What follows belongs to an exercise in optimizing a design on an open flow for small area, a short achievable clock period and few clock cycles per item; a production flow would make more cautious choices. At most, simulation tests tie the RTL to the original design; equivalence was not proved. For run 5, only the layout was checked, not whether the RTL still works. Power and IR drop assume default switching activity.

==> flow/flow/run.sh <==
#!/bin/bash
# Standard ORFS layout, with timing repair asked to leave extra setup slack
# at the design's 29 ns clock (the margin ORFS documents for finding a
# design's minimum period without editing the SDC), and port buffers of a
# stronger cell than the default pick.
set -euo pipefail
bash standard.sh "BUFFER_PORTS_ARGS=-buffer_cell sky130_fd_sc_hd__buf_2" finish > standard.log 2>&1
==> flow/standard.sh <==
#!/bin/bash
# synth_recipe.tcl (not shown) runs the flow's synth.tcl, then flattens the netlist and writes it again
# the make line also repeats each setting of config.mk as NAME=value (left out here)
make -C /OpenROAD-flow-scripts/flow DESIGN_CONFIG=/design/flow/config.mk WORK_HOME=/design/flow/orfs CLKGATE_MAP_FILE= SYNTH_SCRIPT=/design/flow/synth_recipe.tcl "${@:-finish}"
==> flow/config.mk <==
export PLATFORM = sky130hd
export DESIGN_NAME = MODULE_STATIC_PROCESS
export DESIGN_NICKNAME = MODULE_STATIC_PROCESS
export VERILOG_FILES = /design/flow/design.v
export SDC_FILE = /design/flow/constraint.sdc
export NUM_CORES = 4
export LEC_CHECK = 0
export CAP_MARGIN = 20
export CORE_MARGIN = 2
export CORE_UTILIZATION = 40
export PLACE_DENSITY = 0.6
export SLEW_MARGIN = 20
==> flow/constraint.sdc <==
create_clock -name core_clock -period 29.0 [get_ports {clk}]
set_input_delay 5.8000 -clock core_clock [delete_from_list [all_inputs] [get_ports {clk}]]
set_output_delay 5.8000 -clock core_clock [all_outputs]
set_load 0.01 [all_outputs]
==> flow/design.v <==
`timescale 1ns/1ps
module MODULE_STATIC_PROCESS (
    input clk,
    input rst,
    input [3:0] state_info,
    input [11:0] read_from_aux,
    input [11:0] read_from_ram,
    output reg [11:0] write2aux,
    output reg [11:0] write2ram,
    output reg [9:0] write2aux_addr,
    output reg [9:0] read_from_aux_addr,
    output reg [18:0] write2ram_addr,
    output reg [18:0] read_from_ram_addr,
    output reg ena_write_ram,
    output done
);
localparam [2:0] S_IDLE = 3'd0, S_FILT = 3'd1, S_HCLR = 3'd2, S_HCNT = 3'd3,
                 S_TA   = 3'd4, S_TC   = 3'd5, S_TW   = 3'd6, S_DONE = 3'd7;
reg [2:0] state;
reg       done_r;
assign done = done_r;
reg [1:0] op;             
wire op_blur   = (op == 2'd2);
wire op_emboss = (op == 2'd3);
wire [18:0] t = read_from_ram_addr;
wire [9:0]  ra = read_from_aux_addr;
wire in_filt = (state == S_FILT);
wire in_hcnt = (state == S_HCNT);
reg [11:0] px;
wire [3:0] R = px[11:8], G = px[7:4], B = px[3:0];
wire [47:0]  hR_T, hB_T;
wire [63:0]  hG_T;
wire [111:0] rR_T, rG_T, rB_T;
genvar gi;
generate
  for (gi = 0; gi < 16; gi = gi + 1) begin : tabs
    assign hR_T[gi*3 +: 3] = (30 * gi) / 100;
    assign hG_T[gi*4 +: 4] = (59 * gi) / 100;
    assign hB_T[gi*3 +: 3] = (11 * gi) / 100;
    assign rR_T[gi*7 +: 7] = (30 * gi) % 100;
    assign rG_T[gi*7 +: 7] = (59 * gi) % 100;
    assign rB_T[gi*7 +: 7] = (11 * gi) % 100;
  end
endgenerate
wire [2:0] hR = hR_T[R*3 +: 3], hB = hB_T[B*3 +: 3];
wire [3:0] hG = hG_T[G*4 +: 4];
wire [6:0] rR = rR_T[R*7 +: 7], rG = rG_T[G*7 +: 7], rB = rB_T[B*7 +: 7];
wire [8:0] sr = rR + rG + rB;
wire c2 = (sr >= 9'd200), c1 = (sr >= 9'd100);
wire [6:0] m1 = c2 ? sr - 9'd200 : c1 ? sr - 9'd100 : sr;
wire [3:0] g1 = hR + hG + hB + {c2, c1 & ~c2};
reg [3:0] pg;             
reg [6:0] pm;             
reg [3:0] e2;
integer j;
always @* begin
  e2 = 4'd0;
  case (op)
    2'd0: for (j = 1; j < 9; j = j + 1) if (pm >= (100 * j + 8) / 9) e2 = j;
    2'd1: for (j = 1; j < 8; j = j + 1) if (pm >= (100 * j + 7) / 8) e2 = j;
    2'd2: for (j = 1; j < 4; j = j + 1) if (pm >= 25 * j) e2 = j;
    default: e2 = 4'd0;
  endcase
end
reg [11:0] ea;
reg [3:0]  eg, ee;
reg        ez, ew;        
reg        row0;          
wire [3:0] nTg = ea[11:8], nMg = ea[7:4], nBg = eg;
wire       nTh = ea[3],    nMh = ea[1],   nBh = ee[1];
wire [3:0] nMe = op_blur ? {2'b00, ea[1:0]} : ea[3:0];
wire [4:0] sT = op_blur ? {nTg, nTh} : {1'b0, nTg};
wire [4:0] sM = op_blur ? {nMg, nMh} : {1'b0, nMg};
wire [4:0] sB = op_blur ? {nBg, nBh} : {1'b0, nBg};
wire [3:0] dT = nTg;
wire [6:0] pN = dT + sM + nBg;                            
wire [6:0] plN = ew ? 7'd0 : op_emboss ? {3'd0, dT} : pN;
wire [6:0] prN = ez ? 7'd0 : op_emboss ? {3'd0, nBg} : pN;
wire [6:0] udN = sT + sB;
reg  [7:0] vN;
always @* begin
  case (op)
    2'd0: vN = nMg * 4'd9 + nMe;
    2'd1: vN = {1'b0, nMg, nMe[2:0]};
    default: vN = {2'b00, nMg, nMe[1:0]};
  endcase
end
wire subL = ~op[1];               
wire subR = ~op_blur;
wire [8:0] wN = op_emboss ? 9'd8 : vN + ({2'b00, udN} ^ {9{subL}}) + {subL, subL};
wire [8:0] lN = {2'b00, plN} ^ {9{subL}};
wire [8:0] rN = {2'b00, prN} ^ {9{subR}};
reg [8:0] w1;
reg [8:0] pl1, pl0;
wire [8:0] tot = w1 + pl0 + rN;
wire [3:0] res = op_blur ? tot[7:4] : (tot[8] ? 4'd0 : tot[3:0]);
reg        cp;            
reg [3:0]  cpb;           
reg        hb1;           
reg [3:0]  hbb;           
reg        hv1, hv2;
wire [11:0] hbase = ({1'b0, ra[4:0]} == write2aux_addr[5:0]) ? write2aux : read_from_aux;
wire [12:0] hnew = hbase + 13'd1;
wire        hcarry = hv2 & ~ra[4] & hnew[12];
wire        hold = in_hcnt & cp;
wire        hclr_last = (state == S_HCLR) && (ra[4:0] == 5'd31);
wire [3:0]  bin = ra[3:0];
wire [9:0]  ra_inc = ra + 10'd1;
wire [11:0] t_lo = t[11:0] + 12'd1;
wire [6:0]  t_hi = t[18:12] + {6'd0, (state == S_TW) | (&t[11:0])};
wire [18:0] t_inc = {t_hi, t_lo};
wire        tw_jump = (state == S_TW) && (t[17:12] == 6'd0) && !firstrow;
wire [18:0] wa_next = write2ram_addr + (tw_jump ? -19'd679 : 19'd1);
wire [11:0] dcnt = t[11:0];
wire [5:0]  col = t[17:12];
reg         rowok, firstrow, tc1;
wire [11:0] dnext = (tc1 ? {1'b0, ea[3:0], dcnt[6:0]} : dcnt) - 12'd5;
wire [191:0] colour_T = {12'hFCC, 12'hFEE, 12'h9F9, 12'hEEF, 12'h8CF, 12'hFEB,
                         12'hBFF, 12'hFDB, 12'h9FF, 12'hFED, 12'hCFC, 12'hFFE,
                         12'h0F0, 12'hFFF, 12'hFF0, 12'hFFD};
wire [11:0] colour = colour_T[bin*12 +: 12];
localparam [18:0] T_WON  = 19'd644;       
localparam [18:0] T_WOFF = 19'd307202;    
localparam [18:0] T_HEND = 19'd307206;    
always @(posedge clk) begin
  px <= read_from_ram;
  ea <= read_from_aux;
  pg <= g1;
  pm <= m1;
  eg <= pg;
  ee <= e2;
  ez <= (ra == 10'd0);
  ew <= (ra == 10'd639);
  w1 <= wN;
  pl1 <= lN;
  pl0 <= pl1;
  hv2 <= hv1;
  hb1 <= hold;
  hbb <= cpb;
  cpb <= ra[3:0];
  cp <= in_hcnt & hcarry;
  hv1 <= hold | (in_hcnt & (t <= 19'd307198)) | hclr_last;
  case (state)
    S_FILT: write2ram <= {res, res, res};
    S_TW:   write2ram <= colour;
    default: write2ram <= 12'd0;
  endcase
  case (state)
    S_FILT: begin
      write2aux_addr <= ra;
      write2aux <= {row0 ? 4'd0 : read_from_aux[7:4], pg,
                    op_blur ? {~row0 & read_from_aux[1], 1'b0, e2[1:0]} : e2};
    end
    S_HCLR: begin
      write2aux_addr <= ra;
      write2aux <= 12'd0;
    end
    default: begin
      write2aux_addr <= (in_hcnt & hv2) ? {5'd0, ra[4:0]} : 10'd32;
      write2aux <= hnew[11:0];
    end
  endcase
  case (state)
    S_IDLE: begin
      read_from_aux_addr <= 10'd0;
      write2ram_addr <= 19'd0;
      row0 <= 1'b1;
      read_from_ram_addr <= (state_info[3] && !state_info[2]) ? 19'd1 : 19'd0;
      if (state_info[3]) op <= state_info[1:0];
    end
    S_FILT: begin
      read_from_ram_addr <= t_inc;
      if (t[18:1] != 18'd0)
        read_from_aux_addr <= (ra == 10'd639) ? 10'd0 : ra_inc;
      if (t == 19'd641) row0 <= 1'b0;
      if (ena_write_ram) write2ram_addr <= wa_next;
    end
    S_HCLR: begin
      read_from_ram_addr <= 19'd0;
      read_from_aux_addr <= ra_inc;
    end
    S_HCNT: begin
      if (!cp) read_from_ram_addr <= t_inc;
      write2ram_addr <= t;
      read_from_aux_addr <= (t == T_HEND) ? 10'd0 : {5'd0, hb1, hb1 ? hbb : g1};
    end
    S_TA: begin
      read_from_aux_addr <= {5'd0, 1'b1, bin};
      tc1 <= 1'b1;
      firstrow <= 1'b1;
      read_from_ram_addr[17:12] <= 6'd0;
      write2ram_addr <= 19'd306559 + {bin, 5'd0} + {bin, 3'd0};
    end
    S_TC: begin
      if (read_from_aux_addr[4]) begin
        read_from_ram_addr[11:0] <= {5'd0, ea[11:5]};
        read_from_aux_addr <= {6'd0, bin};
      end else begin
        read_from_ram_addr[11:0] <= dnext;
        tc1 <= 1'b0;
        rowok <= ~dnext[11];
      end
    end
    S_TW: begin
      if (rowok) begin
        write2ram_addr <= wa_next;
        if (col == 6'd39) begin
          read_from_ram_addr[17:12] <= 6'd0;
          firstrow <= 1'b0;
          read_from_ram_addr[11:0] <= dnext;
          rowok <= ~dnext[11];
        end else begin
          read_from_ram_addr[17:12] <= t_hi[5:0];
        end
      end else begin
        read_from_aux_addr <= ra_inc;
      end
    end
    S_DONE: read_from_ram_addr <= 19'd0;
    default: ;
  endcase
end
always @(posedge clk) begin
  if (!rst) begin
    state <= S_IDLE;
    done_r <= 1'b0;
    ena_write_ram <= 1'b0;
  end else begin
    case (state)
      S_IDLE:
        if (state_info[3] && !state_info[2]) state <= S_FILT;
        else if (state_info == 4'd12) state <= S_HCLR;
      S_FILT: begin
        if (t == T_WON) ena_write_ram <= 1'b1;
        if (t == T_WOFF) begin
          ena_write_ram <= 1'b0;
          done_r <= 1'b1;
          state <= S_DONE;
        end
      end
      S_HCLR:
        if (ra[4:0] == 5'd31) state <= S_HCNT;
      S_HCNT: begin
        ena_write_ram <= (t < 19'd307200);
        if (t == T_HEND) state <= S_TA;
      end
      S_TA: state <= S_TC;
      S_TC: if (!tc1) state <= S_TW;
      S_TW: begin
        ena_write_ram <= rowok;
        if (!rowok) begin
          if (bin == 4'd15) begin
            done_r <= 1'b1;
            state <= S_DONE;
          end else begin
            state <= S_TA;
          end
        end
      end
      S_DONE:
        if (!state_info[3]) begin
          done_r <= 1'b0;
          state <= S_IDLE;
        end
      default: ;
    endcase
  end
end
endmodule
==> results of run 1 <==
## cell families after synthesis
kind of cell    synth area share, %
buf+inv                        5.77
flops                          32.1
xor+xnor                       7.76
mux                            3.37
simple gates                   16.2
fa+ha+maj                      16.1
compound gates                 18.7
## per-stage QoR
| step | total power, mW | hold slack (ps) |
|---|---|---|
| finish | 1.36 | 317 |
| global route | 1.48 | 320 |
| CTS | 1.36 | 321 |
| detailed placement | 1.13 | 312 |
| global placement | 1.11 | 311 |
| floorplan | 0.931 | 310 |
## sequential cells by signal, indices dropped and copies added, names as in the netlist, 3 cells and up
register            cells
pl1                     7
write2ram              12
eg                      4
read_from_aux_addr     10
hbb                     4
pg                      4
pm                      7
pl0                     7
cpb                     4
read_from_ram_addr     19
ea                     12
px                     12
write2aux_addr         10
write2aux              12
w1                      9
state                   3
write2ram_addr         19
## final timing paths
| kind | start | endpoint | slack (ps) | depth (start not counted) |
|---|---|---|---|---|
| setup / recovery | read_from_aux_addr[2] | read_from_aux_addr[2] | 21710 | 1 |
| setup reg to reg | px[8] | read_from_aux_addr[3] | 22670 | 23 |
| hold reg to reg | hv1 | hv2 | 320 | 0 |
| hold / removal | hv1 | hv2 | 320 | 0 |
## power by group through the flow
| stage | Sequential, mW | Combinational (mW) | Clock, mW |
|---|---|---|---|
| after detailed placement | 0.405 | 0.722 | 0 |
| after CTS | 0.400 | 0.728 | 0.231 |
| after global routing | 0.411 | 0.826 | 0.242 |
| final | 0.399 | 0.728 | 0.229 |
| after floorplan | 0.383 | 0.548 | 0 |
| after global placement | 0.405 | 0.710 | 0 |
## metal layers
| metal | track usage, % | up-vias |
|---|---|---|
| li1 | - | 5175 |
| met1 | 27.4 | 5065 |
| met2 | 35.4 | 346 |
| met3 | 4.79 | 45 |
| met4 | 6.65 | 2 |
| met5 | 0 | - |
## cell type report
class                      count  area share (%)
multi-input combinational   1075            55.6
sequential                   170            28.7
timing repair buffer         123            4.66
tap                          396            3.61
clock buffer                  18            3.20
inverter                     112            3.06
clock inverter                14            1.13
antenna                        1          0.0182
## cells in the final DEF (no fill, tap or decap), types with 19 or more instances in the layout
| cell type | n |
|---|---|
| inv_1 | 110 |
| o21ai_0 | 106 |
| xnor2_1 | 71 |
| nor2_1 | 124 |
| edfxtp_1 | 54 |
| xor2_1 | 36 |
| nor2b_1 | 19 |
| mux2i_1 | 32 |
| dfxtp_1 | 116 |
| nand2_1 | 125 |
| ha_1 | 113 |
| a21oi_1 | 89 |
| a21o_1 | 23 |
| nor3_1 | 22 |
| nand3_1 | 36 |
| buf_2 | 113 |
| fa_1 | 28 |
==> summary.txt, run 1 <==
Status
The flow ran to the end and the layout has no timing, DRC or antenna violations.

Clock network
The number of gates given a new drive strength after cts is 0. The clock passes through at most 2 buffers. The number of hold buffers added after CTS is 0. The post-CTS setup repair buffer count is 0. The root buffer cell is clkbuf_16. The register clock-pin slew on the reported worst setup and hold paths is 80 ps. The total clock buffers created by CTS is 17. The clock tree synthesis step divided the H-tree into 4 levels. TritonCTS built the clock tree. CTS saw 170 sinks. The clock latency reported for the late side of the worst-skew pair is 440 ps.

Final layout
The area overhead of the layout relative to synthesis is 11.9%. In the final layout, the multi-input gates occupy 7640 um^2. The final-stage net count is 1670. The layout filler cell count is 3047. The post-layout instance count excluding filler cells is 1909. The post-layout instance area is 13700 um^2. Registers take 3940 um^2. Cells with a size suffix above 1 make up 11.5% of the layout.

The final core utilization is 45.1%.

Power
The power per standard cell area is 98.7 nW/um^2. Across the VDD grid, the largest voltage drop is 60.8 uV. The switching power of the nets is 609 uW. The clock network is responsible for 16.9% of the overall power. The sequential power share is 29.4%. The switching power share of the total is 44.9%.

The internal power component is 748 uW. Summed over all cells, the static leakage comes to 6.15 nW. The fraction of power consumed by combinational cells is 53.7%.

Logic synthesis
Synthesis produced 1427 cells. The most repeated cell in the gate-level netlist after synthesis is nand2_1. The distinct cell type count of the synthesized netlist is 72. The commonest cells after synthesis are nand2_1, nor2_1, dfxtp_1, ha_1, inv_1. Counting flops with a built-in enable in the synthesized netlist gives 54. The most area-hungry cell type in the Yosys netlist is dfxtp_1.

In the synthesized netlist the async set-or-reset flop fraction comes to 0%. The average footprint of a synthesized cell is 8.61 um^2. The post-synthesis instance area is 12300 um^2. The yosys synthesis warning count is 1.

The net count of the mapped netlist is 1598. Yosys attributes the largest share of cell area to dfxtp_1, edfxtp_1, ha_1, xnor2_1, fa_1. The sequential-to-total area share from yosys stat is 32.1%. In this run, synthesis produced a sequential element count of 170. In this run the biggest area consumer among cell types represents 18.9% of the synthesized area.

The most used flip-flop cell after synthesis is dfxtp_1.

GRT
Entering global routing, the biggest net connects 32 pins. The number of global-route vias before repair came to 10000. The number of antenna violations at the first check in global routing was 2.

The global-route wire length before repair is 53.0 mm. The global routing usage summed across all routing layers is 21.3%. Global routing finished with a remaining overflow of 0.

Placement
Buffers placed on the I/O ports in this run total 113. The half-perimeter wire length after placement is 25.9 mm. In this run the cell area measured after placement is 13100 um^2. The worst setup slack before clock tree synthesis is 21600 ps. The routability-driven placement congestion ratio is 0.888.

The instance count after placement with tap cells included is 1876.

Timing
The post-route setup TNS is 0 ps. The number of failing setup endpoints in the final timing report is 0. The final critical-path setup slack is 21710 ps. The number of hold violations in the final report is 0. Based on the critical path, the design can be clocked at up to 0.137 GHz. The normalized max-slew margin is 25.0%.

The clock arrives with 15.4 ps of skew. The number of slew-limit violations in the final report came to 0. The measured slew at the worst slew-check pin is 1120 ps. Setup repair after global routing left no endpoint under its margin. The post-layout minimum cycle time is 7290 ps. After layout, the worst path uses 25.1% of the clock period.

Die
The core region is 30400 um^2. The floorplan die area is 32100 um^2. Once the floorplan was initialized, standard cells occupied 40.4% of the core.

The floorplan row count is 64. The number of top-level pins is 114. The overall die height is 179 um.

The horizontal extent of the die is 179 um.

Detailed routing
After detailed routing, the wire length on met1 is 14.6 mm. The mean routed wirelength per cell is 17.6 um. The DRC marker count from the first detailed-route iteration is 844.

In the routed layout, each cell is associated on average with a via count of 5.57. The sum of met2 wire segment lengths after detailed routing is 15.9 mm. The total routed wirelength is 33.6 mm. Wire segments on met3 add up to 2.32 mm in the final route. The total iterations of the first detailed-routing run is 7. The number of remaining DRC errors is 0. The highest layer touched by signal routing is met5.

The via total after detailed routing is 10600. The final antenna-violating net count is 0.

Setup path
The kind of cell with the highest combined delay on the critical path is flip-flops. The cell with the largest stage delay on the worst path is edfxtp_1. The data arrival time of the critical path is 1490 ps. Walking the worst path, the cells encountered are buf_2.

STA classifies the critical path startpoint as a flop. The worst-path maximum fanout is 22. Together, buffers and inverters on the worst path number 1. The critical path is of the reg2out type.

STA puts the critical path data required time at 23200 ps. The endpoint type of the worst setup path is an output port. The largest single stage delay on the critical path is 800 ps.

Run
Across the run, the number of max-cap violations was 0.

Hold path
The path class of the tightest hold or removal check is reg2reg.
Testbench counts, summed over its fixed seeds: cycles 5,410,350, frames 16.
==> run 2, diff against run 1 <==
==> flow/flow/run.sh (replaced) <==
#!/bin/bash
# Standard ORFS layout, with timing repair asked to leave extra setup slack
# at the design's 29 ns clock (the margin ORFS documents for finding a
# design's minimum period without editing the SDC), and port buffers of a
# stronger cell than the default pick.
set -euo pipefail
bash standard.sh SETUP_SLACK_MARGIN=22 "BUFFER_PORTS_ARGS=-buffer_cell sky130_fd_sc_hd__buf_2" finish > standard.log 2>&1
--- a/flow/config.mk
+++ b/flow/config.mk
@@ -8,5 +8,6 @@
 export CAP_MARGIN = 20
 export CORE_MARGIN = 2
 export CORE_UTILIZATION = 40
+export CTS_BUF_LIST = sky130_fd_sc_hd__clkbuf_8
 export PLACE_DENSITY = 0.6
 export SLEW_MARGIN = 20
==> summary.txt, run 2 <==
Status
The run finished with no timing, DRC or antenna violations.

Clock network
The maximum root-to-sink buffer count is 2 (unchanged). The number of sinks driven by the clock tree is 170 (unchanged). The H-tree depth is 4 (unchanged). The number of gates given a new drive strength after cts was 0 (unchanged). The total clock buffers created by CTS is 17 (unchanged). The clock tree from TritonCTS is built. The clock latency reported for the late side of the worst-skew pair came to 480 ps (+40 ps). The register clock-pin slew on the reported worst setup and hold paths is 100 ps (+20 ps). The root buffer cell is clkbuf_8.

Final layout
The footprint of the multi-input gates is 7650 um^2 (about the same). The area taken by flip-flops and latches was 3940 um^2 (unchanged). Leaving out fill and tap cells, the most frequent cell in the layout is nand2_1.

The layout filler cell count came to 3063 (+0.53%). The library cells used most frequently in the layout, excluding fill and tap cells, are nand2_1, nor2_1, dfxtp_1. The proportion of layout cells with a drive suffix above 1 is 13.5% (+2.0 points). The post-layout instance count excluding filler cells is 1951 (+2.2%). The final-stage net count was 1710 (+2.4%). In the final layout, the registers with the most flip-flops are read_from_ram_addr x19, write2ram_addr x19.

From synthesis to final layout, the design area changed by 12.4%.

Timing
The normalized max-slew margin is 25.2% (+0.17 points). The clock skew is 16.0 ps (+0.653 ps). The number of failing setup endpoints in the final timing report is 0 (unchanged). The post-layout minimum cycle time was 7020 ps (-274 ps). The timing-limited maximum frequency was 0.143 GHz (+3.9%).

The number of hold violations in the final report is 0 (unchanged). Setup repair after global routing could not meet its margin everywhere. The measured slew at the worst slew-check pin was 1110 ps (-2.56 ps). The post-route setup TNS is 0 ps (unchanged). The portion of the clock cycle consumed by the worst path in the final layout is 24.2% (-0.95 points). The number of slew-limit violations in the final report is 0 (unchanged).

Logic synthesis
The net count of the mapped netlist came to 1598 (unchanged). Among all cell types in the netlist, the one instantiated most often is nand2_1. For this run, the leading register cell type out of synthesis is dfxtp_1. After synthesis, the cell types taking the most area are dfxtp_1, edfxtp_1, ha_1, xnor2_1, fa_1. The distinct cell type count of the synthesized netlist came to 72 (unchanged).

The area share of the largest cell type after synthesis is 18.9% (unchanged). The sequential-to-total area share from yosys stat is 32.1% (unchanged). By count the netlist is led by nand2_1, nor2_1, dfxtp_1, ha_1, inv_1.

The yosys synthesis warning count is 1 (unchanged). The average footprint of a synthesized cell is 8.61 um^2 (unchanged). The post-synthesis instance area is 12300 um^2 (unchanged). The gate count of the mapped netlist came to 1427 (unchanged). The share of flip-flops with an asynchronous set or reset after synthesis is 0% (unchanged).

The number of enable-type register cells in the synthesized netlist is 54 (unchanged). The synthesized flop and latch total is 170 (unchanged). The biggest area contributor in the post-synthesis netlist is dfxtp_1.

Detailed routing
The via total after detailed routing came to 10800 (+1.6%). The final antenna-violating net count is 0 (unchanged). The mean routed wirelength per cell is 17.4 um (-1.2%). The total iterations of the first detailed-routing run is 7 (unchanged). The DRC marker count from the first detailed-route iteration is 945 (+12%). The total routed wirelength is 34.0 mm (+1.0%). The number of remaining DRC errors is 0 (unchanged). The detail-routed via count per cell is 5.54 (-0.57%).

GRT
The number of global-route vias before repair is 9973 (-0.44%). The global-route congestion overflow total is 0 (unchanged). The global routing usage summed across all routing layers is 21.0% (-0.27 points). The global-route wire length before repair is 52.3 mm (-1.4%).

The pin count of the biggest net entering global routing came to 32 (unchanged). The number of antenna violations at the first check in global routing is 2 (unchanged).

Setup path
The largest incremental delay on the critical path is 540 ps (-260 ps). The slowest stage of the critical path belongs to the cell edfxtp_1. The endpoint type of the worst setup path is an output port.

The worst-path maximum fanout is 8 (-64%). Walking the worst path, the cells encountered are buf_2. The critical path data required time is 23200 ps (about the same).

The data arrival time of the critical path came to 1220 ps (-270 ps). The kind of critical path is reg2out. In this design, the largest share of critical-path delay is due to flip-flops. The worst setup path is launched from a flop. The worst path buffer plus inverter count was 1 (unchanged).

Die
The initial cell density of the core is 40.4% (unchanged). The placeable core area is 30400 um^2 (unchanged). The floorplan die area is 32100 um^2 (unchanged).

The floorplan row count was 64 (unchanged). The overall die height came to 179 um (unchanged). The horizontal extent of the die is 179 um (unchanged).

The number of top-level pins is 114 (unchanged).

Placement
The port buffer count is 113 (unchanged). The routability-driven placement congestion ratio is 0.880 (-0.89%). The half-perimeter wire length after placement was 25.9 mm (about the same). The instance count after placement with tap cells included came to 1876 (unchanged).

Power
The leakage power is 6.26 nW (+1.8%). The largest voltage drop on the vdd net is 46.1 uV (-24%). The power per standard cell area is 94.5 nW/um^2 (-4.3%).

Hold path
The path class of the tightest hold or removal check is reg2reg.

Run
The number of max-cap violations is 0 (unchanged).
## run 2: cell types whose count changed in the layout (fill, tap and decap cells not counted), moves of 2 or more
cell        previous run  this run
clkbuf_16             17         0
clkinv_8               3         0
clkinv_1               1         3
clkbuf_8               1        17
inv_1                110       113
clkinv_2               0         4
inv_8                  4         1
buf_4                 10        50
clkinv_4               6         1
clkinvlp_4             0         2
diode_2                1         3
## run 2: logic make-up (layout without fill, tap and decap cells)
family          Yosys count  after routing  share of synthesized area (%)
simple gates            426            426                           16.2
compound gates          361            361                           18.7
buf+inv                 182            307                           5.77
flops                   170            170                           32.1
fa+ha+maj               141            141                           16.1
xor+xnor                108            108                           7.76
mux                      39             39                           3.37
other cells               0              3                              0
## run 2: worst paths after layout
| path | from | endpoint | slack (ps) | depth (start not counted) |
|---|---|---|---|---|
| hold / removal | hv1 | hv2 | 330 | 0 |
| hold reg to reg | hv1 | hv2 | 330 | 0 |
| setup / recovery | read_from_aux_addr[2] | read_from_aux_addr[2] | 21980 | 1 |
| setup reg to reg | px[8] | read_from_aux_addr[3] | 22600 | 23 |
## run 2: layout make-up
type / count / area share, %
clock buffers: 17 / 1.70
repair buffers: 163 / 6.82
multi-input cells: 1075 / 55.4
well taps: 396 / 3.59
flip-flops and latches: 170 / 28.6
diodes: 3 / 0.0544
clock inverters: 15 / 0.816
inverters: 112 / 3.05
## run 2: what timing repair did
item / 4_1_cts / 5_1_grt
setup buffers: 27 / 13
gates cloned: 0 / 0
hold buffers: 0 / 0
endpoints found under the setup margin: 27 / 5
pin swaps: 0 / 0
## run 2: worst reg2reg max path: stages (launching register included)
cell	delay [ps]
dfxtp_1	540
inv_1	140
ha_1	340
mux2_2	260
o21ai_0	330
fa_1	520
inv_1	90
ha_1	240
a21o_1	200
a211oi_1	350
or2_0	340
ha_1	210
inv_1	30
o21ai_0	270
o21ai_0	210
o32ai_1	820
ha_1	270
ha_1	150
fa_1	170
xnor2_1	130
xnor2_1	150
xnor2_1	120
mux2i_1	160
o22ai_1	100
## run 2: stage by stage
stage	setup WS, ps	utilization [%]	power, mW	hold WS, ps	area [um^2]
6_report	21980	45.4	1.30	329	13800
5_1_grt	21940	45.3	1.42	327	13800
4_1_cts	21850	45.0	1.29	324	13700
3_5_place_dp	21730	43.2	1.13	312	13100
3_3_place_gp	21740	43.2	1.11	311	13100
2_1_floorplan	22010	-	0.931	310	12300
## run 2: report_power, final
part	internal, mW	switching [mW]	total (mW)
Sequential	0.323	0.0634	0.386
Clock	0.0665	0.0910	0.158
Combinational	0.322	0.439	0.761
## run 2: routing by layer
| metal | vias to the layer above | wire (um) | track usage [%] |
|---|---|---|---|
| met1 | 5131 | 15100 | 27.4 |
| met2 | 361 | 15700 | 34.4 |
| li1 | 5255 | - | - |
| met5 | - | 13 | 0 |
| met3 | 56 | 2200 | 4.01 |
| met4 | 2 | 952 | 7.96 |
==> run 3, diff against run 2 <==
--- a/flow/config.mk
+++ b/flow/config.mk
@@ -8,6 +8,5 @@
 export CAP_MARGIN = 20
 export CORE_MARGIN = 2
 export CORE_UTILIZATION = 40
-export CTS_BUF_LIST = sky130_fd_sc_hd__clkbuf_8
 export PLACE_DENSITY = 0.6
 export SLEW_MARGIN = 20
==> summary.txt, run 3 <==
Timing
Setup repair after global routing left no endpoint under its margin. The number of failing setup endpoints in the final timing report is 0 (unchanged). The clock skew is 14.2 ps (-1.77 ps). The portion of the clock cycle consumed by the worst path in the final layout came to 24.0% (-0.17 points). The final hold slack came to 327 ps (-2.00 ps).

The timing-limited maximum frequency is 0.144 GHz (+0.70%). The final critical-path setup slack came to 22030 ps (+48.7 ps). The number of slew-limit violations in the final report is 0 (unchanged). The post-route setup TNS is 0 ps (unchanged). The number of hold violations in the final report is 0 (unchanged).

The measured slew at the worst slew-check pin was 1140 ps (+29.3 ps). The normalized max-slew margin was 23.2% (-2.0 points). The post-layout minimum cycle time is 6970 ps (-48.7 ps).

Clock network
In this run the clock root is driven by a clkbuf_16. The clock latency reported for the late side of the worst-skew pair came to 440 ps (-40 ps). The total clock buffers created by CTS is 17 (unchanged). TritonCTS built the clock tree.

The number of sinks driven by the clock tree was 170 (unchanged). The register clock-pin slew on the reported worst setup and hold paths is 70 ps (-30 ps). The maximum root-to-sink buffer count was 2 (unchanged). The number of hold buffers added after CTS is 0 (unchanged). The H-tree depth is 4 (unchanged).

Setup path
The largest incremental delay on the critical path is 530 ps (about the same). The worst path buffer plus inverter count is 1 (unchanged). The data arrival time of the critical path came to 1170 ps (-50 ps). The worst-path maximum fanout is 7 (-1). The kind of critical path is reg2out. The worst setup path is captured at an output port. On the critical path the largest part of the delay comes from flip-flops.

The critical path data required time was 23200 ps (about the same). The logic depth of the worst register-to-register path came to 23 (unchanged). The startpoint kind of the worst setup timing path is a flop. Walking the worst path, the cells encountered are buf_2. The cell with the largest stage delay on the worst path is edfxtp_1. The number of cells on the critical path is 1 (unchanged).

Logic synthesis
The synthesized flop and latch total was 170 (unchanged). The area share of the largest cell type after synthesis came to 18.9% (unchanged). The gate count of the mapped netlist was 1427 (unchanged). Counting instances in the post-synthesis netlist gives the leading cell types as nand2_1, nor2_1, dfxtp_1, ha_1, inv_1.

The share of flip-flops with an asynchronous set or reset after synthesis is 0% (unchanged). The average footprint of a synthesized cell was 8.61 um^2 (unchanged). The number of enable-type register cells in the synthesized netlist is 54 (unchanged).

The largest total area in the synthesized netlist belongs to dfxtp_1. The net count of the mapped netlist came to 1598 (unchanged). The yosys synthesis warning count is 1 (unchanged).

The distinct cell type count of the synthesized netlist is 72 (unchanged). The most used flip-flop cell after synthesis is dfxtp_1. The sequential-to-total area share from yosys stat is 32.1% (unchanged). The post-synthesis instance area is 12300 um^2 (unchanged).

nand2_1 is the most common cell in the netlist. Sorting the synthesized cells by area gives the leading types as dfxtp_1, edfxtp_1, ha_1, xnor2_1, fa_1.

Final layout
The proportion of layout cells with a drive suffix above 1 was 12.7% (-0.79 points). The layout filler cell count is 3035 (-0.91%). The leading cell type in the layout, fill and taps excluded is nand2_1.

From synthesis to final layout, the design area changed by 13.1%. The final-stage net count was 1696 (-0.82%). In the layout the commonest cells are nand2_1, nor2_1, dfxtp_1.

The largest registers in the layout are read_from_ram_addr x19, write2ram_addr x19.

Placement
The worst setup slack before clock tree synthesis is 21730 ps (unchanged). The routability-driven placement congestion ratio was 0.880 (unchanged). The port buffer count is 113 (unchanged). The half-perimeter wire length after placement came to 25.9 mm (unchanged).

Power
The leakage power is 6.26 nW (about the same). The largest voltage drop on the vdd net is 54.9 uV (+19%). The power per standard cell area is 97.5 nW/um^2 (+3.2%).

Hold path
The path class of the lowest-slack min-delay path is reg2reg. The worst hold path depth is 0 (unchanged).

Detailed routing
The detail-routed via count per cell is 5.50 (-0.61%). The total iterations of the first detailed-routing run is 8 (+1). The DRC marker count from the first detailed-route iteration came to 920 (-2.6%). The number of remaining DRC errors is 0 (unchanged). The total routed wirelength is 33.8 mm (-0.62%). The final antenna-violating net count is 0 (unchanged). The via total after detailed routing came to 10700 (-1.3%). The mean routed wirelength per cell came to 17.4 um (+0.10%).

Die
The floorplan row count was 64 (unchanged). The initial cell density of the core is 40.4% (unchanged). The overall die height is 179 um (unchanged). The placeable core area is 30400 um^2 (unchanged). The number of top-level pins is 114 (unchanged). The horizontal extent of the die is 179 um (unchanged). The floorplan die area is 32100 um^2 (unchanged).

Status
The flow ran to the end and the layout has no timing, DRC or antenna violations.

GRT
The global-route wire length before repair is 52.2 mm (-0.17%). The number of antenna violations at the first check in global routing is 3 (+1). The number of global-route vias before repair is 9935 (-0.38%). The global-route congestion overflow total is 0 (unchanged). The pin count of the biggest net entering global routing came to 32 (unchanged).

The global routing usage summed across all routing layers came to 21.0% (-0.036 points).

Run
The number of max-cap violations is 0 (unchanged).
run 3: worst paths after layout:
check	startpoint	to	slack, ps
worst max-delay path	read_from_ram_addr[18]	read_from_ram_addr[18]	22030
worst min-delay path	hv1	hv2	330
worst max register to register	px[8]	read_from_aux_addr[3]	22640
worst min register to register	hv1	hv2	330
run 3: cell type report:
type	count	area, um^2	share of cell area [%]
Timing Repair Buffer	149	836	6.02
Inverter	112	420	3.03
Tap cell	396	495	3.57
Antenna cell	3	7.51	0.0541
Multi-Input combinational cell	1075	7650	55.1
Clock buffer	20	437	3.14
Sequential cell	170	3940	28.4
Clock inverter	12	101	0.730
run 3: per-stage QoR:
| stage | area, um^2 | total power [mW] | cells | util (%) |
|---|---|---|---|---|
| 2_1_floorplan | 12300 | 0.931 | 1427 | - |
| 3_3_place_gp | 13100 | 1.11 | 1876 | 43.2 |
| 3_5_place_dp | 13100 | 1.13 | 1876 | 43.2 |
| 4_1_cts | 13800 | 1.35 | 1924 | 45.3 |
| 5_1_grt | 13900 | 1.47 | 1936 | 45.6 |
| 6_report | 13900 | 1.35 | 1937 | 45.6 |
run 3: logic make-up after synthesis:
logic type               Yosys count  share of synthesized area [%]
AND/OR/NAND/NOR                  426                           16.2
multiplexers                      39                           3.37
buffers and inverters            182                           5.77
adder cells (fa/ha/maj)          141                           16.1
flip-flops                       170                           32.1
AO/OA/AOI/OAI                    361                           18.7
XOR/XNOR                         108                           7.76
run 3: where the power goes:
part / internal (mW) / switching [mW]
Sequential: 0.323 / 0.0669
Clock: 0.118 / 0.0975
Combinational: 0.316 / 0.433
Total: 0.757 / 0.597
run 3: layer usage:
metal / global-route usage, % / part of all wire, % / vias to the layer above / wire, um
met5: 0 / 0 / - / 0
li1: - / - / 5224 / -
met2: 34.2 / 46 / 331 / 15700
met4: 7.76 / 2.7 / 0 / 923
met1: 27.4 / 44 / 5055 / 15000
met3: 4.28 / 6.6 / 52 / 2220
run 3: repair_timing:
item | 4_1_cts | 5_1_grt
resized for setup | 0 | 0
gates cloned | 0 | 0
buffers inserted | 16 | 10
setup endpoints to repair | 16 | 5
==> run 4, diff against run 3 <==
==> flow/flow/run.sh (replaced) <==
#!/bin/bash
# Standard ORFS layout, with timing repair asked to leave extra setup slack
# at the design's 29 ns clock (the margin ORFS documents for finding a
# design's minimum period without editing the SDC), and port buffers of a
# stronger cell than the default pick.
set -euo pipefail
bash standard.sh SETUP_SLACK_MARGIN=22.4 "BUFFER_PORTS_ARGS=-buffer_cell sky130_fd_sc_hd__buf_2" finish > standard.log 2>&1
==> summary.txt, run 4 <==
Status
The run finished with no timing, DRC or antenna violations.

Placement
The worst setup slack before clock tree synthesis was 21760 ps (+29.8 ps). The port buffer count is 113 (unchanged). The routability-driven placement congestion ratio was 0.883 (+0.40%). The instance count after placement with tap cells included is 1876 (unchanged).

The half-perimeter wire length after placement is 25.8 mm (-0.47%).

Logic synthesis
Of all cell types, the one taking the most synthesized area is dfxtp_1. The distinct cell type count of the synthesized netlist is 72 (unchanged). The share of flip-flops with an asynchronous set or reset after synthesis came to 0% (unchanged). The synthesized flop and latch total is 170 (unchanged).

The most used flip-flop cell after synthesis is dfxtp_1. The commonest cells after synthesis are nand2_1, nor2_1, dfxtp_1, ha_1, inv_1. The gate count of the mapped netlist is 1427 (unchanged). In the post-synthesis netlist, the biggest area contributors are dfxtp_1, edfxtp_1, ha_1, xnor2_1, fa_1. The number of enable-type register cells in the synthesized netlist is 54 (unchanged).

The average footprint of a synthesized cell is 8.61 um^2 (unchanged). The post-synthesis instance area was 12300 um^2 (unchanged). The area share of the largest cell type after synthesis is 18.9% (unchanged). The yosys synthesis warning count was 1 (unchanged). The sequential-to-total area share from yosys stat is 32.1% (unchanged). The net count of the mapped netlist came to 1598 (unchanged).

The most repeated cell in the gate-level netlist after synthesis is nand2_1.

GRT
The most utilized layer in the global route result is met2. The global routing usage summed across all routing layers is 21.7% (+0.71 points). The global-route wire length before repair is 53.9 mm (+3.4%). The pin count of the biggest net entering global routing was 32 (unchanged). The number of global-route vias before repair came to 10200 (+2.4%). The number of antenna violations at the first check in global routing is 0 (-3). The met2 routing resource usage after global routing is 36.5% (+2.3 points). The met3 demand-to-capacity share in global routing came to 4.33% (+0.042 points). The global-route congestion overflow total was 0 (unchanged). The routing usage on met1 is 28.3% (+0.99 points).

Final layout
The final-stage net count is 1748 (+3.1%). Compared with the post-synthesis result, the final layout area differs by 19.8%. The post-layout instance count excluding filler cells came to 1986 (+2.5%).

The largest registers in the layout are read_from_ram_addr x19, write2ram_addr x19. The library cells used most frequently in the layout, excluding fill and tap cells, are nand2_1, nor2_1, ha_1. The antenna diode count is 0 (-3).

The layout filler cell count was 2941 (-3.1%). The proportion of layout cells with a drive suffix above 1 is 18.3% (+5.6 points). The leading cell type in the layout, fill and taps excluded is nand2_1.

Clock network
The number of hold buffers added after CTS was 0 (unchanged). The register clock-pin slew on the reported worst setup and hold paths is 70 ps (about the same). The tree is rooted in a clkbuf_16.

The maximum root-to-sink buffer count is 2 (unchanged). The clock latency reported for the late side of the worst-skew pair came to 450 ps (about the same). The H-tree depth came to 4 (unchanged).

TritonCTS built the clock tree. The total clock buffers created by CTS came to 17 (unchanged). The number of sinks driven by the clock tree is 170 (unchanged).

Timing
The measured slew at the worst slew-check pin is 961 ps (-182 ps). The number of slew-limit violations in the final report is 0 (unchanged). Setup repair after global routing could not meet its margin everywhere.

The number of hold violations in the final report is 0 (unchanged). The timing-limited maximum frequency is 0.145 GHz (+1.2%). The clock skew came to 17.5 ps (+3.22 ps). The final critical-path setup slack was 22110 ps (+79.9 ps). The portion of the clock cycle consumed by the worst path in the final layout is 23.8% (-0.28 points). The normalized max-slew margin came to 35.3% (+12 points).

The number of failing setup endpoints in the final timing report is 0 (unchanged). The post-route setup TNS was 0 ps (unchanged). The post-layout minimum cycle time is 6890 ps (-79.9 ps).

Die
The initial cell density of the core came to 40.4% (unchanged). The floorplan row count is 64 (unchanged). The horizontal extent of the die is 179 um (unchanged). The overall die height is 179 um (unchanged).

The number of top-level pins was 114 (unchanged). The floorplan die area is 32100 um^2 (unchanged). The placeable core area is 30400 um^2 (unchanged).

Power
The leakage power is 6.62 nW (+5.7%). The part of the total power dissipated in the clock network is 15.8% (about the same). The switching power share of the total came to 43.0% (-1.2 points).

The power per standard cell area was 98.0 nW/um^2 (+0.57%). The internal power component is 823 uW (+8.8%). The largest voltage drop on the vdd net is 66.9 uV (+22%). The sequential power share was 26.6% (-2.2 points).

The switching power of the nets is 620 uW (+3.7%). The fraction of power consumed by combinational cells is 57.6% (+2.3 points).

Setup path
The largest incremental delay on the critical path is 470 ps (-60 ps). The cell with the largest stage delay on the worst path is edfxtp_1. The end of the worst register-to-register path is read_from_aux_addr[3].

The startpoint of the worst-slack reg-to-reg timing path is px[8]. The critical path data required time is 23200 ps (about the same). The endpoint type of the worst setup path is an output port. Broken down by cell family, the worst path's largest delay share belongs to flip-flops. The worst-path maximum fanout is 2 (-5). The logic depth of the worst register-to-register path is 23 (unchanged). Walking the worst path, the cells encountered are buf_2. The critical path is of the reg2out type.

STA classifies the critical path startpoint as a flop. The worst reg-to-reg setup slack is 22670 ps (+30 ps). The number of cells on the critical path is 1 (unchanged). The data arrival time of the critical path was 1090 ps (-80 ps). The worst path buffer plus inverter count is 1 (unchanged).

Detailed routing
The total iterations of the first detailed-routing run is 6 (-2). The detail-routed via count per cell is 5.49 (-0.26%). The DRC marker count from the first detailed-route iteration is 846 (-8.0%). The total routed wirelength is 34.8 mm (+3.0%). The mean routed wirelength per cell was 17.5 um (+0.49%). The number of remaining DRC errors was 0 (unchanged). The via total after detailed routing is 10900 (+2.3%). The final antenna-violating net count is 0 (unchanged).

Hold path
The worst hold path depth came to 0 (unchanged). The worst hold path belongs to the class reg2reg. The worst hold path terminates at pl0[4]. The hold path startpoint is pl1[4].

Run
The number of max-cap violations is 0 (unchanged).
-- run 4: through the flow --
step                      total power, mW  hold slack [ps]  util, %  cell area [um^2]
after floorplan                     0.935              310        -             12300
after global placement               1.12              312     43.4             13200
after detailed placement             1.13              314     43.4             13200
after CTS                            1.43              328     47.7             14500
after global routing                 1.56              331     48.4             14700
final                                1.44              327     48.4             14700
-- run 4: metal layers --
metal	vias up	routed length, um
met5	-	0
met2	299	16800
li1	5322	-
met1	5244	15500
met4	0	560
met3	38	2030
-- run 4: worst max path at each step --
stage | start | endpoint | slack (ps)
2_1_floorplan | state_info[1] | state[2] | 22040
3_3_place_gp | state_info[1] | state[2] | 21780
3_5_place_dp | state_info[1] | state[0] | 21760
4_1_cts | read_from_ram_addr[1] | read_from_ram_addr[1] | 22120
5_1_grt | read_from_ram_addr[18] | read_from_ram_addr[18] | 22090
6_report | read_from_ram_addr[18] | read_from_ram_addr[18] | 22110
-- run 4: layout make-up --
class	instances	area, um^2	area share, %
sequential	170	4000	27.2
clock buffer	23	490	3.33
inverter	112	420	2.86
tap	396	495	3.37
timing repair buffer	201	1480	10.1
multi-input combinational	1075	7740	52.6
clock inverter	9	86.3	0.587
-- run 4: cells by family (layout without fill, tap and decap cells) --
family / after synthesis / after routing / share of synthesized area, %
buf+inv: 182 / 345 / 5.77
fa+ha+maj: 141 / 141 / 16.1
flops: 170 / 170 / 32.1
simple gates: 426 / 426 / 16.2
mux: 39 / 39 / 3.37
compound gates: 361 / 361 / 18.7
xor+xnor: 108 / 108 / 7.76
-- run 4: power groups by stage --
stage | registers, mW | clock network [mW] | logic (mW)
floorplan | 0.383 | 0 | 0.552
global placement | 0.405 | 0 | 0.712
detailed placement | 0.405 | 0 | 0.724
CTS | 0.383 | 0.231 | 0.811
global route | 0.393 | 0.241 | 0.927
finish | 0.384 | 0.228 | 0.831
-- run 4: repair_timing --
action | 4_1_cts | 5_1_grt
setup buffers | 68 | 10
pin swaps | 13 | 4
endpoints found under the setup margin | 89 | 98
gates resized for setup | 66 | 24
==> run 5, diff against run 4 <==
--- a/flow/design.v
+++ b/flow/design.v
@@ -51,17 +51,15 @@
 wire [3:0] g1 = hR + hG + hB + {c2, c1 & ~c2};
 reg [3:0] pg;             
 reg [6:0] pm;             
-reg [3:0] e2;
+reg [3:0] e8, e9;
 integer j;
 always @* begin
-  e2 = 4'd0;
-  case (op)
-    2'd0: for (j = 1; j < 9; j = j + 1) if (pm >= (100 * j + 8) / 9) e2 = j;
-    2'd1: for (j = 1; j < 8; j = j + 1) if (pm >= (100 * j + 7) / 8) e2 = j;
-    2'd2: for (j = 1; j < 4; j = j + 1) if (pm >= 25 * j) e2 = j;
-    default: e2 = 4'd0;
-  endcase
-end
+  e8 = 4'd0;
+  e9 = 4'd0;
+  for (j = 1; j < 9; j = j + 1) if (pm >= (100 * j + 8) / 9) e8 = j;
+  for (j = 1; j < 8; j = j + 1) if (pm >= (100 * j + 7) / 8) e9 = j;
+end
+wire [3:0] e2 = (op == 2'd0) ? e8 : op[1] ? {1'b0, e9[3:1]} : e9;
 reg [11:0] ea;
 reg [3:0]  eg, ee;
 reg        ez, ew;        
==> flow/flow/run.sh (replaced) <==
#!/bin/bash
# Standard ORFS layout, with timing repair asked to leave extra setup slack
# at the design's 29 ns clock (the margin ORFS documents for finding a
# design's minimum period without editing the SDC), and port buffers of a
# stronger cell than the default pick.
set -euo pipefail
bash standard.sh SETUP_SLACK_MARGIN=22 "BUFFER_PORTS_ARGS=-buffer_cell sky130_fd_sc_hd__buf_2" finish > standard.log 2>&1
==> summary.txt, run 5 <==
Clock network
The number of sinks driven by the clock tree is 170 (unchanged). The clock tree from TritonCTS is built. The register clock-pin slew on the reported worst setup and hold paths was 70 ps (about the same).

The total clock buffers created by CTS is 17 (unchanged). The maximum root-to-sink buffer count is 2 (unchanged). The number of hold buffers added after CTS is 0 (unchanged).

The clock latency reported for the late side of the worst-skew pair was 440 ps (about the same). The H-tree depth was 4 (unchanged). CTS placed an instance of clkbuf_16 at the clock tree root.

Placement
The placed standard-cell area came to 13000 um^2 (-1.5%). The port buffer count is 113 (unchanged). The half-perimeter wire length after placement came to 24.7 mm (-4.2%). The routability-driven placement congestion ratio is 0.860 (-2.6%). The worst setup slack before clock tree synthesis is 21780 ps (+27.1 ps).

Final layout
The final core utilization is 46.4% (-2.0 points). The final-stage net count is 1649 (-5.7%). The area overhead of the layout relative to synthesis is 13.7%. In the final layout, the registers with the most flip-flops are read_from_ram_addr x19, write2ram_addr x19. The leading cell type in the layout, fill and taps excluded is nor2_1. The proportion of layout cells with a drive suffix above 1 is 14.5% (-3.8 points). Leaving out fill and tap cells, the most frequent cells in the layout are nor2_1, inv_1, dfxtp_1.

The post-layout instance area is 13800 um^2 (-6.1%).

Die
The floorplan row count is 63 (-1.6%). The initial cell density of the core came to 40.8% (+0.42 points). The overall die height is 178 um (-0.52%).

The placeable core area is 29800 um^2 (-2.1%). The horizontal extent of the die is 178 um (-0.52%). The floorplan die area is 31800 um^2 (-1.0%). The number of top-level pins is 114 (unchanged).

Power
The largest voltage drop on the vdd net is 48.7 uV (-27%). The switching power of the nets was 613 uW (-1.1%). The part of the total power dissipated in the clock network is 17.6% (+1.8 points). The fraction of power consumed by combinational cells is 54.7% (-2.9 points). The sequential power share came to 27.7% (+1.1 points). The leakage power came to 6.26 nW (-5.4%). The switching power share of the total was 44.1% (+1.2 points).

The power per standard cell area came to 101 nW/um^2 (+2.6%). The internal power component is 776 uW (-5.7%).

Setup path
The critical path data required time is 23200 ps (about the same). The endpoint type of the worst setup path is an output port. The worst setup path is of the reg2out kind. The kind of cell with the highest combined delay on the critical path is flip-flops. The startpoint kind of the worst setup timing path is a flop. The slowest stage of the critical path belongs to the cell edfxtp_1. Traced cell by cell, the critical path runs through buf_2.

The worst-path maximum fanout is 7 (+5). The worst path buffer plus inverter count is 1 (unchanged). The largest incremental delay on the critical path is 530 ps (+60 ps). The data arrival time of the critical path is 1160 ps (+70 ps).

Hold path
The path class of the lowest-slack min-delay path is reg2reg.

Detailed routing
The mean routed wirelength per cell is 17.5 um (-0.32%). The via total after detailed routing is 10400 (-4.9%). The total iterations of the first detailed-routing run is 5 (-1). The final antenna-violating net count is 0 (unchanged).

The detail-routed via count per cell is 5.50 (+0.23%). The DRC marker count from the first detailed-route iteration was 843 (-0.35%). The total routed wirelength came to 32.9 mm (-5.4%). The number of remaining DRC errors was 0 (unchanged).

Logic synthesis
By area the synthesized netlist is led by dfxtp_1, edfxtp_1, ha_1, fa_1, xnor2_1. The net count of the mapped netlist was 1547 (-3.2%). The commonest cells after synthesis are nor2_1, inv_1, dfxtp_1, ha_1, nand2_1. The distinct cell type count of the synthesized netlist is 91 (+26%). The yosys synthesis warning count is 1 (unchanged). The synthesized flop and latch total is 170 (unchanged).

Among all flip-flop cells after synthesis, the most frequent one is dfxtp_1. The share of flip-flops with an asynchronous set or reset after synthesis was 0% (unchanged). The area share of the largest cell type after synthesis was 19.1% (+0.20 points). The sequential-to-total area share from yosys stat came to 32.5% (+0.34 points). Of all cell types, the one taking the most synthesized area is dfxtp_1. The gate count of the mapped netlist came to 1379 (-3.4%). The average footprint of a synthesized cell came to 8.81 um^2 (+2.4%). The number of enable-type register cells in the synthesized netlist came to 54 (unchanged). The most repeated cell in the gate-level netlist after synthesis is nor2_1.

The post-synthesis instance area was 12200 um^2 (-1.1%).

Run
The number of max-cap violations is 0 (unchanged).

GRT
The global routing usage summed across all routing layers was 21.0% (-0.72 points). The global-route wire length before repair came to 52.2 mm (-3.1%). The number of antenna violations at the first check in global routing is 1 (+1). The number of global-route vias before repair is 9835 (-3.3%). The global-route congestion overflow total is 0 (unchanged). The pin count of the biggest net entering global routing was 31 (-3.1%).

Timing
The normalized max-slew margin is 27.7% (-7.6 points). The post-layout minimum cycle time was 6960 ps (+74.5 ps). The clock skew was 18.1 ps (+0.683 ps). The number of hold violations in the final report was 0 (unchanged).

The final critical-path setup slack is 22040 ps (-74.5 ps). The number of failing setup endpoints in the final timing report was 0 (unchanged). The post-route setup TNS is 0 ps (unchanged).

The timing-limited maximum frequency was 0.144 GHz (-1.1%). The number of slew-limit violations in the final report is 0 (unchanged). The measured slew at the worst slew-check pin is 1080 ps (+116 ps). The portion of the clock cycle consumed by the worst path in the final layout is 24.0% (+0.26 points).

Setup repair after global routing could not meet its margin everywhere.

Status
The flow ran to the end and the layout has no timing, DRC or antenna violations.
-- run 5: cells by family (layout without fill, tap and decap cells) --
family	count (synthesis)	count (layout)	synth area share [%]
simple gates	413	413	16.7
compound gates	323	323	16.9
buf+inv	188	303	6.28
flops	170	170	32.5
fa+ha+maj	138	138	15.9
xor+xnor	101	101	7.45
mux	46	46	4.29
other cells	0	1	0
-- run 5: metal layers --
metal  vias to the layer above  GRT usage, %  share of wire (%)
met4                         0          5.25                1.4
met1                      4992          30.5                 48
li1                       5030             -                  -
met5                         -             0                  0
met3                        29          3.22                5.9
met2                       321          32.4                 44
-- run 5: path summary, 6_finish.rpt --
path,cells past startpoint,to,slack [ps],startpoint
max,1,read_from_ram_addr[18],22040,read_from_ram_addr[18]
min,0,pl0[4],320,pl1[4]
max reg2reg,22,write2ram[11],22540,op[0]
min reg2reg,0,pl0[4],320,pl1[4]
-- run 5: final cells by class --
| cell class | count | area [um^2] |
|---|---|---|
| Clock buffer | 17 | 425 |
| Fill cell | 2910 | 16000 |
| Multi-Input combinational cell | 1021 | 7460 |
| Inverter | 125 | 469 |
| Clock inverter | 15 | 205 |
| Sequential cell | 170 | 3940 |
| Timing Repair Buffer | 146 | 817 |
| Antenna cell | 1 | 2.50 |
| Tap cell | 390 | 488 |
-- run 5: through the flow --
step,power (mW),hold WS (ps),instances
3_5_place_dp,1.13,312,1830
5_1_grt,1.51,328,1884
6_report,1.39,324,1885
3_3_place_gp,1.12,311,1830
2_1_floorplan,0.943,310,1379
4_1_cts,1.39,327,1878
-- run 5: repair_timing --
item                                    CTS  global route
pin swaps                                 0             0
resized for setup                         0             1
buffers inserted                         16             6
cloned                                    0             0
endpoints found under the hold margin     0             0
endpoints found under the setup margin   16            16
-- run 5: power by group through the flow --
stage	Combinational, mW	Sequential, mW	Clock (mW)
2_1_floorplan	0.563	0.381	0
3_3_place_gp	0.720	0.401	0
3_5_place_dp	0.731	0.401	0
4_1_cts	0.757	0.385	0.249
5_1_grt	0.858	0.394	0.258
6_report	0.760	0.384	0.245
==> run 6, diff against run 5 <==
--- a/flow/design.v
+++ b/flow/design.v
@@ -105,14 +105,26 @@
 wire [3:0]  bin = ra[3:0];
 wire [9:0]  ra_inc = ra + 10'd1;
 wire [11:0] t_lo = t[11:0] + 12'd1;
-wire [6:0]  t_hi = t[18:12] + {6'd0, (state == S_TW) | (&t[11:0])};
+wire [6:0]  t_hi = t[18:12] + {6'd0, in_tw | (&t[11:0])};
 wire [18:0] t_inc = {t_hi, t_lo};
-wire        tw_jump = (state == S_TW) && (t[17:12] == 6'd0) && !firstrow;
-wire [18:0] wa_next = write2ram_addr + (tw_jump ? -19'd679 : 19'd1);
 wire [11:0] dcnt = t[11:0];
 wire [5:0]  col = t[17:12];
-reg         rowok, firstrow, tc1;
-wire [11:0] dnext = (tc1 ? {1'b0, ea[3:0], dcnt[6:0]} : dcnt) - 12'd5;
+reg         tc1, dir;     
+wire        in_tw = (state == S_TW);
+wire        dok = ~dcnt[11];                        
+wire [11:0] dm5 = dcnt - 12'd5;
+wire        bottom = (write2ram_addr[18:7] >= 12'd2395);    
+wire        go_up = ~dir & dok & ~dm5[11];
+wire        go_down = dir & ~bottom;
+wire        go_right = ~go_up & ~go_down;
+wire        bar_end = go_right & (col == 6'd39);
+wire        wr_step = ~in_tw | go_right;
+wire [7:0]  wa_lo = {1'b0, write2ram_addr[6:0]} + {7'd0, wr_step};
+wire [11:0] wa_hi = write2ram_addr[18:7] +
+                    (wr_step ? {11'd0, wa_lo[7]} : go_up ? -12'd5 : 12'd5);
+wire [18:0] wa_next = {wa_hi, wa_lo[6:0]};
+wire [11:0] dnext = (tc1 ? {1'b0, ea[3:0], dcnt[6:0]} : dcnt) +
+                    ((in_tw & go_down) ? 12'd5 : -12'd5);
 wire [191:0] colour_T = {12'hFCC, 12'hFEE, 12'h9F9, 12'hEEF, 12'h8CF, 12'hFEB,
                          12'hBFF, 12'hFDB, 12'h9FF, 12'hFED, 12'hCFC, 12'hFFE,
                          12'h0F0, 12'hFFF, 12'hFF0, 12'hFFD};
@@ -140,7 +152,7 @@
   hv1 <= hold | (in_hcnt & (t <= 19'd307198)) | hclr_last;
   case (state)
     S_FILT: write2ram <= {res, res, res};
-    S_TW:   write2ram <= colour;
+    S_TA, S_TC, S_TW: write2ram <= colour;
     default: write2ram <= 12'd0;
   endcase
   case (state)
@@ -179,15 +191,14 @@
     end
     S_HCNT: begin
       if (!cp) read_from_ram_addr <= t_inc;
-      write2ram_addr <= t;
+      write2ram_addr <= (t == T_HEND) ? 19'd306560 : t;
       read_from_aux_addr <= (t == T_HEND) ? 10'd0 : {5'd0, hb1, hb1 ? hbb : g1};
     end
     S_TA: begin
       read_from_aux_addr <= {5'd0, 1'b1, bin};
       tc1 <= 1'b1;
-      firstrow <= 1'b1;
+      dir <= 1'b0;
       read_from_ram_addr[17:12] <= 6'd0;
-      write2ram_addr <= 19'd306559 + {bin, 5'd0} + {bin, 3'd0};
     end
     S_TC: begin
       if (read_from_aux_addr[4]) begin
@@ -196,23 +207,16 @@
       end else begin
         read_from_ram_addr[11:0] <= dnext;
         tc1 <= 1'b0;
-        rowok <= ~dnext[11];
       end
     end
     S_TW: begin
-      if (rowok) begin
-        write2ram_addr <= wa_next;
-        if (col == 6'd39) begin
-          read_from_ram_addr[17:12] <= 6'd0;
-          firstrow <= 1'b0;
-          read_from_ram_addr[11:0] <= dnext;
-          rowok <= ~dnext[11];
-        end else begin
-          read_from_ram_addr[17:12] <= t_hi[5:0];
-        end
-      end else begin
-        read_from_aux_addr <= ra_inc;
-      end
+      write2ram_addr <= wa_next;
+      if (!go_right) read_from_ram_addr[11:0] <= dnext;
+      if (go_right) begin
+        read_from_ram_addr[17:12] <= t_hi[5:0];
+        dir <= go_up | (~dir & dok);
+      end
+      if (bar_end) read_from_aux_addr <= ra_inc;
     end
     S_DONE: read_from_ram_addr <= 19'd0;
     default: ;
@@ -243,10 +247,13 @@
         if (t == T_HEND) state <= S_TA;
       end
       S_TA: state <= S_TC;
-      S_TC: if (!tc1) state <= S_TW;
+      S_TC: if (!tc1) begin
+        ena_write_ram <= ~dnext[11];
+        state <= S_TW;
+      end
       S_TW: begin
-        ena_write_ram <= rowok;
-        if (!rowok) begin
+        ena_write_ram <= ~bar_end & (dir | dok);
+        if (bar_end) begin
           if (bin == 4'd15) begin
             done_r <= 1'b1;
             state <= S_DONE;
--- a/flow/config.mk
+++ b/flow/config.mk
@@ -8,5 +8,8 @@
 export CAP_MARGIN = 20
 export CORE_MARGIN = 2
 export CORE_UTILIZATION = 40
+export CTS_BUF_LIST = sky130_fd_sc_hd__clkbuf_8
+export CTS_CLUSTER_DIAMETER = 150
+export CTS_CLUSTER_SIZE = 40
 export PLACE_DENSITY = 0.6
 export SLEW_MARGIN = 20
==> summary.txt, run 6 <==
Status
The flow ran to the end and the layout has no timing, DRC or antenna violations.

Setup path
The data arrival time of the critical path is 1150 ps (about the same). The worst setup path is captured at an output port. The logic depth of the worst register-to-register path is 24 (+9.1%). The largest incremental delay on the critical path was 500 ps (-30 ps). The cell family contributing the most delay on the critical path is flip-flops. The worst path buffer plus inverter count was 1 (unchanged).

The critical path data required time was 23200 ps (about the same). The number of cells on the critical path is 1 (unchanged). On the critical path, the stage with the largest delay is an instance of edfxtp_1.

STA classifies the critical path startpoint as a flop. The worst-path maximum fanout is 5 (-2). The critical path goes through buf_2. The kind of critical path is reg2out.

Die
The floorplan row count came to 63 (unchanged). The placeable core area is 29600 um^2 (-0.79%). The initial cell density of the core is 40.6% (-0.19 points).

The horizontal extent of the die is 177 um (-0.62%). The number of top-level pins is 114 (unchanged). The floorplan die area is 31400 um^2 (-1.2%). The overall die height is 177 um (-0.62%).

Placement
The half-perimeter wire length after placement is 24.4 mm (-1.1%). The port buffer count came to 113 (unchanged). The routability-driven placement congestion ratio is 0.866 (+0.66%).

Logic synthesis
dfxtp_1 takes more of the synthesized area than any other cell. The number of enable-type register cells in the synthesized netlist is 53 (-1.9%). The post-synthesis instance area is 12000 um^2 (-1.3%). The sequential-to-total area share from yosys stat was 32.6% (+0.17 points).

The most used flip-flop cell after synthesis is dfxtp_1. In the post-synthesis netlist, the cell with the most instances is inv_1. The share of flip-flops with an asynchronous set or reset after synthesis is 0% (unchanged).

The distinct cell type count of the synthesized netlist came to 72 (-21%). The synthesized flop and latch total is 169 (-0.59%). The average footprint of a synthesized cell was 8.77 um^2 (-0.47%). The yosys synthesis warning count is 1 (unchanged). The commonest cells after synthesis are inv_1, nand2_1, dfxtp_1, ha_1, o21ai_0. The gate count of the mapped netlist came to 1368 (-0.80%). The net count of the mapped netlist is 1540 (-0.45%). Ranked by total cell area, the synthesized netlist is headed by dfxtp_1, edfxtp_1, ha_1, xnor2_1, fa_1. The area share of the largest cell type after synthesis is 19.4% (+0.25 points).

Final layout
The top cell types in the final layout, fill and taps aside, are inv_1, nand2_1, dfxtp_1. The layout filler cell count is 2901 (-0.31%). The final core utilization was 46.1% (-0.28 points).

The proportion of layout cells with a drive suffix above 1 is 15.4% (+0.92 points). The largest registers in the layout are read_from_ram_addr x19, write2ram_addr x19. The final-stage net count is 1661 (+0.73%).

The area taken by flip-flops and latches came to 3910 um^2 (-0.76%). The footprint of the multi-input gates is 7400 um^2 (-0.82%). The area growth from synthesis to layout is 13.5%. The leading cell type in the layout, fill and taps excluded is inv_1.

Clock network
The clock latency reported for the late side of the worst-skew pair is 470 ps (+30 ps). The number of sinks driven by the clock tree was 169 (-0.59%). The tree is rooted in a clkbuf_8. The clock tree from TritonCTS is built. The total clock buffers created by CTS is 17 (unchanged). The maximum root-to-sink buffer count is 2 (unchanged).

The H-tree depth came to 4 (unchanged). The number of hold buffers added after CTS is 0 (unchanged). The register clock-pin slew on the reported worst setup and hold paths is 90 ps (+20 ps).

Timing
The portion of the clock cycle consumed by the worst path in the final layout came to 24.0% (-0.053 points). The number of slew-limit violations in the final report is 0 (unchanged). The normalized max-slew margin came to 29.1% (+1.4 points). The clock skew is 16.0 ps (-2.17 ps).

The post-layout minimum cycle time is 6950 ps (-15.4 ps). The number of failing setup endpoints in the final timing report is 0 (unchanged). The number of hold violations in the final report is 0 (unchanged). The measured slew at the worst slew-check pin is 1060 ps (-17.2 ps).

Setup repair after global routing left no endpoint under its margin. The timing-limited maximum frequency is 0.144 GHz (+0.22%). The post-route setup TNS is 0 ps (unchanged).

Power
The sum of internal, switching and leakage power is 1.50 mW (+8.3%). The power per standard cell area is 110 nW/um^2 (+9.8%). The largest voltage drop on the vdd net is 64.7 uV (+33%). The leakage power is 6.18 nW (-1.4%).

Detailed routing
The total routed wirelength is 33.1 mm (+0.67%). The via total after detailed routing is 10300 (-0.56%). The DRC marker count from the first detailed-route iteration is 880 (+4.4%). The total iterations of the first detailed-routing run is 6 (+1).

The detail-routed via count per cell came to 5.45 (-1.0%). The final antenna-violating net count is 0 (unchanged). The mean routed wirelength per cell came to 17.5 um (+0.19%). The number of remaining DRC errors is 0 (unchanged).

Hold path
In this run the worst hold path is classified as reg2reg. The worst hold path depth is 0 (unchanged).

GRT
The number of antenna violations at the first check in global routing came to 2 (+1). The number of global-route vias before repair is 9822 (-0.13%). The global-route wire length before repair is 52.8 mm (+1.1%). The global-route congestion overflow total is 0 (unchanged). The pin count of the biggest net entering global routing was 32 (+3.2%). The global routing usage summed across all routing layers came to 21.4% (+0.42 points).

Run
The number of max-cap violations is 0 (unchanged).
==> run 6: cell type report <==
class                      instances  area share (%)
antenna                            2          0.0367
inverter                         131            3.64
sequential                       169            28.7
tap                              390            3.58
multi-input combinational       1014            54.3
timing repair inverter             1          0.0367
clock buffer                      18            1.82
timing repair buffer             155            6.47
clock inverter                    14            1.35
==> run 6: path summary, 6_finish.rpt <==
check                        startpoint                     to  slack, ps
setup / recovery  read_from_aux_addr[8]  read_from_aux_addr[8]      22050
hold / removal                   cpb[0]                 hbb[0]        330
setup reg to reg                  op[0]           write2ram[9]      22520
hold reg to reg                  cpb[0]                 hbb[0]        330
==> run 6: cell families (layout without fill, tap and decap cells) <==
kind of cell | Yosys count | count (layout) | share of synthesized area [%]
flip-flops | 169 | 169 | 32.6
AND/OR/NAND/NOR | 395 | 395 | 15.8
multiplexers | 46 | 46 | 4.21
buffers and inverters | 185 | 319 | 5.99
adder cells (fa/ha/maj) | 142 | 142 | 16.6
AO/OA/AOI/OAI | 330 | 330 | 17.2
XOR/XNOR | 101 | 101 | 7.50
other | 0 | 2 | 0
==> run 6: power by group <==
group,internal [mW],total [mW],switching [mW],leakage (nW)
clock network,0.0897,0.186,0.0961,0.217
logic,0.385,0.919,0.534,4.39
registers,0.330,0.399,0.0697,1.57
total,0.805,1.50,0.700,6.18
==> run 6: metal layers <==
layer	routed length, um	share of wire, %	vias up	track usage (%)
li1	-	-	5039	-
met1	15600	47	4886	30.3
met2	14600	44	345	32.8
met3	2200	6.6	44	4.04
met4	695	2.1	0	6.47
met5	0	0	-	0
==> run 6: per-stage QoR <==
stage / cells / hold slack [ps] / setup WS (ps) / area [um^2]
2_1_floorplan: 1368 / 310 / 21900 / 12000
3_3_place_gp: 1822 / 311 / 21650 / 12900
3_5_place_dp: 1822 / 312 / 21670 / 12900
4_1_cts: 1875 / 331 / 22010 / 13500
5_1_grt: 1894 / 336 / 22000 / 13600
6_report: 1894 / 330 / 22050 / 13600
==> run 6: repair_timing <==
item                       CTS  global route
gates resized for setup      0             4
pin swaps                    0             0
buffers inserted            21            16
cloned                       0             1
setup endpoints to repair   21            19
Testbench counts of run 6, summed over its fixed seeds: cycles 5,411,422, frames 16.

[port drivers added, routing unchanged]
The flow's constraints put no driver on any port. The routed layouts listed below were extracted and timed again, unchanged, in two steps.
Step 1 (the two cells are an assumption about what drives the block):
set clk [get_ports {clk}]
set_driving_cell -lib_cell sky130_fd_sc_hd__clkbuf_16 $clk
set_driving_cell -lib_cell sky130_fd_sc_hd__buf_2 [delete_from_list [all_inputs] $clk]
Step 2, shift: input delay + t, output delay - t, t = (earliest + latest rising clock arrival at the registers) / 2. This alone moves slack from input paths to output paths.
a / b / c = ideal / step 1 / step 2; a / b = the first two.
run | t, ns | setup WS [ns] | worst register clock-pin slew, ns
run 1 | 0.487 | 21.709 / 21.657 / 21.569 | 0.08 / 0.08
run 2 | 0.516 | 21.983 / 21.939 / 21.682 | 0.10 / 0.10
run 3 | 0.481 | 22.032 / 21.983 / 21.708 | 0.07 / 0.07
run 4 | 0.489 | 22.112 / 22.058 / 21.806 | 0.08 / 0.08
run 5 | 0.483 | 22.037 / 21.988 / 21.759 | 0.08 / 0.08
run 6 | 0.506 | 22.053 / 22.007 / 21.649 | 0.10 / 0.10
After both steps every run listed still meets setup and hold. For run 6, which loses most, drivers alone change the setup slack by -0.046 ns; drivers and shift together by -0.404 ns.
